Background: an optimization exercise with open tools, aiming at small area, a short achievable clock period and few clock cycles. Do not read the settings as production practice.
RTL that was checked went through simulation tests only; none was proved equivalent to the original.
No activity file was given, so power comes from the tool's default toggle rates.

==> flow/design.v <==
module SME(clk,reset,chardata,isstring,ispattern,valid,match,match_index);
input clk;
input reset;
input [7:0] chardata;
input isstring;
input ispattern;
output match;
output [4:0] match_index;
output valid;
integer i;
reg [7:0] S [0:31];      
reg [7:0] pstn [2:7];    
reg [4:0] off;           
reg [4:0] wp;            
reg       str_ff;        
reg       pat_ff;        
reg [3:0] jcnt;          
reg       rep;           
reg       rend;          
reg       valid_r;
reg       caret;         
reg       stopped;       
reg [31:0] c;            
reg [4:0] b;             
reg [7:0] rb;            
reg       match_r;
reg [4:0] idx_r;
assign valid = valid_r;
assign match = match_r;
assign match_index = idx_r;
function [6:0] pe8;
    input [7:0] v;
    input [23:0] pl;
    reg [7:0] a;
    reg [5:0] q [0:7];       
    integer n, k;
    begin
        a = v;
        for (k = 0; k < 8; k = k + 1) q[k] = {3'd0, pl[3*k +: 3]};
        for (n = 0; n < 3; n = n + 1) begin
            for (k = 0; k < 8; k = k + 1) begin
                if (k % (2 << n) == 0) begin
                    if (!a[k]) q[k] = q[k + (1 << n)];
                    q[k][3 + n] = ~a[k];
                    a[k] = a[k] | a[k + (1 << n)];
                end
            end
        end
        pe8 = {a[0], q[0]};
    end
endfunction
function [3:0] pe4;
    input [3:0] v;
    input [3:0] pb;
    begin
        pe4[3]   = |v;
        pe4[2:1] = v[0] ? 2'd0 : v[1] ? 2'd1 : v[2] ? 2'd2 : 2'd3;
        pe4[0]   = v[0] ? pb[0] : v[1] ? pb[1] : v[2] ? pb[2] : pb[3];
    end
endfunction
function [4:0] add5;
    input [4:0] a, b;
    reg cy;
    integer n;
    begin
        cy = 1'b0;
        for (n = 0; n < 5; n = n + 1) begin
            add5[n] = cy ? ~(a[n] ^ b[n]) : (a[n] ^ b[n]);
            cy = (a[n] ^ b[n]) ? cy : a[n];
        end
    end
endfunction
function [31:0] thermo;
    input [4:0] a;
    reg le;
    integer n, k;
    begin
        for (k = 0; k < 32; k = k + 1) begin
            le = 1'b1;                       
            for (n = 0; n < 5; n = n + 1)
                le = (a[n] == k[n]) ? le : k[n];
            thermo[k] = le;
        end
    end
endfunction
wire       pv   = ispattern | rep;
reg  [7:0] rnext;                
always @(*) begin
    case (jcnt[2:0])
        3'd1: rnext = ~pstn[2];
        3'd2: rnext = ~pstn[3];
        3'd3: rnext = ~pstn[4];
        3'd4: rnext = ~pstn[5];
        3'd5: rnext = ~pstn[6];
        3'd6: rnext = ~pstn[7];
        default: rnext = 8'h00;
    endcase
end
wire [7:0] src   = rep ? rb : chardata;
wire       first = (jcnt == 4'd0);
wire       isC   = rep ? (rb == 8'h5E) : (chardata == 8'h5E);
wire       zero  = rep ? (rb == 8'h00) : (chardata == 8'h00);
wire       stopc = zero & (~caret | (jcnt != 4'd1));
wire       skip  = first ? isC : (stopped | stopc);
reg [31:0] eq;
always @(*) begin
    for (i = 0; i < 32; i = i + 1) eq[i] = (S[i] == src);
end
wire [31:0] x = (first ? 32'hFFFFFFFF : c) & (eq | {32{skip}});
wire term   = pat_ff & ~ispattern;
wire repgo  = term & caret & (jcnt == 4'd1);
wire endc   = (term & ~repgo) | rend;
wire noterm = ~caret & ~stopped & jcnt[3];
wire [31:0] pr = c & {c[0], c[31:1]};
wire [3:0]  ml = {1'b1, b[1:0] != 2'd3, ~b[1], b[1:0] == 2'd0};   
reg  [7:0]  anyU, anyA;
reg  [23:0] plU, plA;
reg  [3:0]  gu, gm;
always @(*) begin
    for (i = 0; i < 8; i = i + 1) begin
        gu = pe4(c[4*i +: 4], pr[4*i +: 4]);
        gm = pe4(c[4*i +: 4] & ml, pr[4*i +: 4]);
        anyU[i] = gu[3];
        plU[3*i +: 3] = gu[2:0];
        anyA[i] = (i > b[4:2]) ? gu[3] : (i == b[4:2]) ? gm[3] : 1'b0;
        plA[3*i +: 3] = (i == b[4:2]) ? gm[2:0] : gu[2:0];
    end
end
wire [6:0] pa = pe8(anyA, plA);
wire [6:0] pc = pe8(anyU, plU);
wire [4:0] ks  = pa[6] ? {pa[5:3], pa[2:1]} : {pc[5:3], pc[2:1]};   
wire       nxt = pa[6] ? pa[0] : pc[0];
wire found = pc[6] & ~noterm;
reg       end2;          
reg       nxt_r;
reg [4:0] ks_r;
reg  [4:0] d_r;
wire [4:0] idx  = add5(ks_r, 5'd2 - b);  
wire [4:0] offn = add5(ks_r, d_r);      
wire [4:0] slot = str_ff ? wp : off;
always @(posedge clk or posedge reset) begin
    if (reset) begin
        for (i = 0; i < 32; i = i + 1) S[i] <= 8'h00;
    end else if (isstring) begin
        for (i = 0; i < 32; i = i + 1) if (slot == i) S[i] <= chardata;
    end
end
always @(posedge clk or posedge reset) begin
    if (reset) begin
        for (i = 2; i < 8; i = i + 1) pstn[i] <= 8'h00;
    end else begin
        for (i = 2; i < 8; i = i + 1)
            if ((ispattern | term) && jcnt == i) pstn[i] <= ispattern ? ~chardata : 8'hFF;
    end
end
always @(posedge clk or posedge reset) begin
    if (reset) begin
        off <= 5'd0;
        wp <= 5'd0;
        str_ff <= 1'b0;
        pat_ff <= 1'b0;
        jcnt <= 4'd0;
        rep <= 1'b0;
        rend <= 1'b0;
        valid_r <= 1'b0;
        end2 <= 1'b0;
    end else begin
        str_ff <= isstring;
        pat_ff <= ispattern;
        if (end2) off <= offn;
        wp <= slot + 5'd1;
        if (pv) jcnt <= jcnt + 4'd1;
        else if (repgo) jcnt <= 4'd1;
        else jcnt <= 4'd0;
        rep <= repgo | (rep & (jcnt != 4'd7));
        rend <= rep & (jcnt == 4'd7);
        end2 <= endc & found;
        valid_r <= (endc & ~found) | end2;    
    end
end
always @(posedge clk) begin
    if (pv) begin
        if (first) begin
            caret <= isC;
            stopped <= 1'b0;
        end else if (stopc) stopped <= 1'b1;
    end
    rb <= rep ? rnext : 8'h00;
    nxt_r <= nxt;
    ks_r <= ks;
    d_r <= off - b + 5'd1;
    match_r <= end2 & nxt_r;
    idx_r <= end2 ? idx : 5'd1;
end
always @(posedge clk or posedge reset) begin
    if (reset) begin
        c <= 32'd0;
        b <= 5'd0;
    end else if (pv) begin
        c <= {x[30:0], x[31]};
        b <= first ? (isC ? off : off + 5'd1) : b + 5'd1;
    end
end
endmodule
Settings: LEC_CHECK=0, ABC_AREA=1, CAP_MARGIN=20, CORE_MARGIN=2, CORE_UTILIZATION=60, CTS_BUF_LIST=sky130_fd_sc_hd__clkbuf_8 sky130_fd_sc_hd__clkbuf_16, CTS_CLUSTER_DIAMETER=60, CTS_CLUSTER_SIZE=20, SETUP_SLACK_MARGIN=3.6, SLEW_MARGIN=20; clock period 6.0 ns.
run.sh (not shown) runs the stock make flow with config.mk's settings and CLKGATE_MAP_FILE= SYNTH_SCRIPT=/design/flow/synth_recipe.tcl, a recipe that flattens the netlist after the stock synthesis.
Testbench counts at the start, summed over its fixed seeds: cycles 3,283.
Edit:
--- a/flow/design.v
+++ b/flow/design.v
@@ -131,9 +131,9 @@
 wire [4:0] ks  = pa[6] ? {pa[5:3], pa[2:1]} : {pc[5:3], pc[2:1]};   
 wire       nxt = pa[6] ? pa[0] : pc[0];
 wire found = pc[6] & ~noterm;
 reg       end2;          
-reg       nxt_r;
+reg       fnd_r, nxt_r;
 reg [4:0] ks_r;
 reg  [4:0] d_r;
 wire [4:0] idx  = add5(ks_r, 5'd2 - b);  
 wire [4:0] offn = add5(ks_r, d_r);      
@@ -166,17 +166,17 @@
         end2 <= 1'b0;
     end else begin
         str_ff <= isstring;
         pat_ff <= ispattern;
-        if (end2) off <= offn;
+        if (end2 & fnd_r) off <= offn;
         wp <= slot + 5'd1;
         if (pv) jcnt <= jcnt + 4'd1;
         else if (repgo) jcnt <= 4'd1;
         else jcnt <= 4'd0;
         rep <= repgo | (rep & (jcnt != 4'd7));
         rend <= rep & (jcnt == 4'd7);
-        end2 <= endc & found;
-        valid_r <= (endc & ~found) | end2;    
+        end2 <= endc;
+        valid_r <= end2;
     end
 end
 always @(posedge clk) begin
     if (pv) begin
@@ -185,13 +185,14 @@
             stopped <= 1'b0;
         end else if (stopc) stopped <= 1'b1;
     end
     rb <= rep ? rnext : 8'h00;
+    fnd_r <= found;
     nxt_r <= nxt;
     ks_r <= ks;
     d_r <= off - b + 5'd1;
-    match_r <= end2 & nxt_r;
-    idx_r <= end2 ? idx : 5'd1;
+    match_r <= fnd_r & nxt_r;
+    idx_r <= fnd_r ? idx : 5'd1;
 end
 always @(posedge clk or posedge reset) begin
     if (reset) begin
         c <= 32'd0;
What happened: Design area is about the same; clock skew went up by 0.010 ns; clock-buffer cell count went up by 1; setup slack gets better by 0.057 ns; sequential cell count went up by 1; wire length went up by 1.5%; power went down by 0.59%; fmax went up by 2.4%; worst hold slack gets worse by 0.018 ns; die area went down by 0.70%; first-iteration DRC count went up by 9.6%.
Function not checked in the second run of this note: the RTL went through the layout flow alone.

== run 2 ==
Starts from the design.v that is shown in full above.
make LEC_CHECK=0 CAP_MARGIN=20 CORE_MARGIN=2 CORE_UTILIZATION=60 CTS_BUF_LIST='sky130_fd_sc_hd__clkbuf_8 sky130_fd_sc_hd__clkbuf_16' CTS_CLUSTER_DIAMETER=60 CTS_CLUSTER_SIZE=20 SETUP_SLACK_MARGIN=3.6 SLEW_MARGIN=20 finish   # period 6.0 ns
Testbench counts of run 2, summed over its fixed seeds: cycles 3,283.
Input-level comparison between run 1 and run 2:
--- a/flow/design.v
+++ b/flow/design.v
@@ -133,5 +133,5 @@
 wire found = pc[6] & ~noterm;
 reg       end2;          
-reg       nxt_r;
+reg       fnd_r, nxt_r;
 reg [4:0] ks_r;
 reg  [4:0] d_r;
@@ -168,5 +168,5 @@
         str_ff <= isstring;
         pat_ff <= ispattern;
-        if (end2) off <= offn;
+        if (end2 & fnd_r) off <= offn;
         wp <= slot + 5'd1;
         if (pv) jcnt <= jcnt + 4'd1;
@@ -175,6 +175,6 @@
         rep <= repgo | (rep & (jcnt != 4'd7));
         rend <= rep & (jcnt == 4'd7);
-        end2 <= endc & found;
-        valid_r <= (endc & ~found) | end2;    
+        end2 <= endc;
+        valid_r <= end2;
     end
 end
@@ -187,9 +187,10 @@
     end
     rb <= rep ? rnext : 8'h00;
+    fnd_r <= found;
     nxt_r <= nxt;
     ks_r <= ks;
     d_r <= off - b + 5'd1;
-    match_r <= end2 & nxt_r;
-    idx_r <= end2 ? idx : 5'd1;
+    match_r <= fnd_r & nxt_r;
+    idx_r <= fnd_r ? idx : 5'd1;
 end
 always @(posedge clk or posedge reset) begin
==> comparison <==
Compared with run 2, in run 1 first-pass GRT wire length has decreased, stage delay of the slowest cell on the critical path shows a reduction of 0.05 ns, final period utilization decreased 2.0 points, x dimension of the die now sits at about the same level, design area lower. Filler cell count, run 2 and run 1: smaller value in run 2.
The RTL of run 1 was laid out without a check of its function.

what the ideal ports hide:
The flow's constraints put no driver on any port. The routed layouts listed below were extracted and timed again, unchanged, in two steps. Step 1 sets driving cells, clkbuf_16 on the clock port and buf_2 on the other inputs (assumed; they add their load-dependent delay and slew). Step 2 moves the port delays by t, midway between the first and last clock arrival at a register: inputs arrive t later, outputs are due t later. That takes back most of the time a late clock gives input paths. Three values: ideal ports, drivers, drivers and shift; two values: the first two.
| run | shift t [ns] | setup slack, ns | hold slack, ns | worst setup path after step 2 | worst slew at a driven data input, ns |
|---|---|---|---|---|---|
| the first run of note 1 | 0.655 | 3.578 / 3.578 / 2.946 | 0.411 / 0.411 / 0.411 | input to register | 0.04 |
| the second run of note 1 | 0.649 | 3.635 / 3.579 / 3.061 | 0.393 / 0.393 / 0.393 | input to register | 0.04 |
| run 2 | 0.589 | 3.425 / 3.425 / 2.964 | 0.435 / 0.435 / 0.435 | input to register | 0.21 |
| run 1 | 0.602 | 3.543 / 3.543 / 2.993 | 0.390 / 0.390 / 0.390 | input to register | 0.07 |
After both steps setup and hold are still met in every run listed. The setup slack of the first run of note 1, which loses most, moves by 0.000 ns with the drivers and by -0.632 ns with both steps.
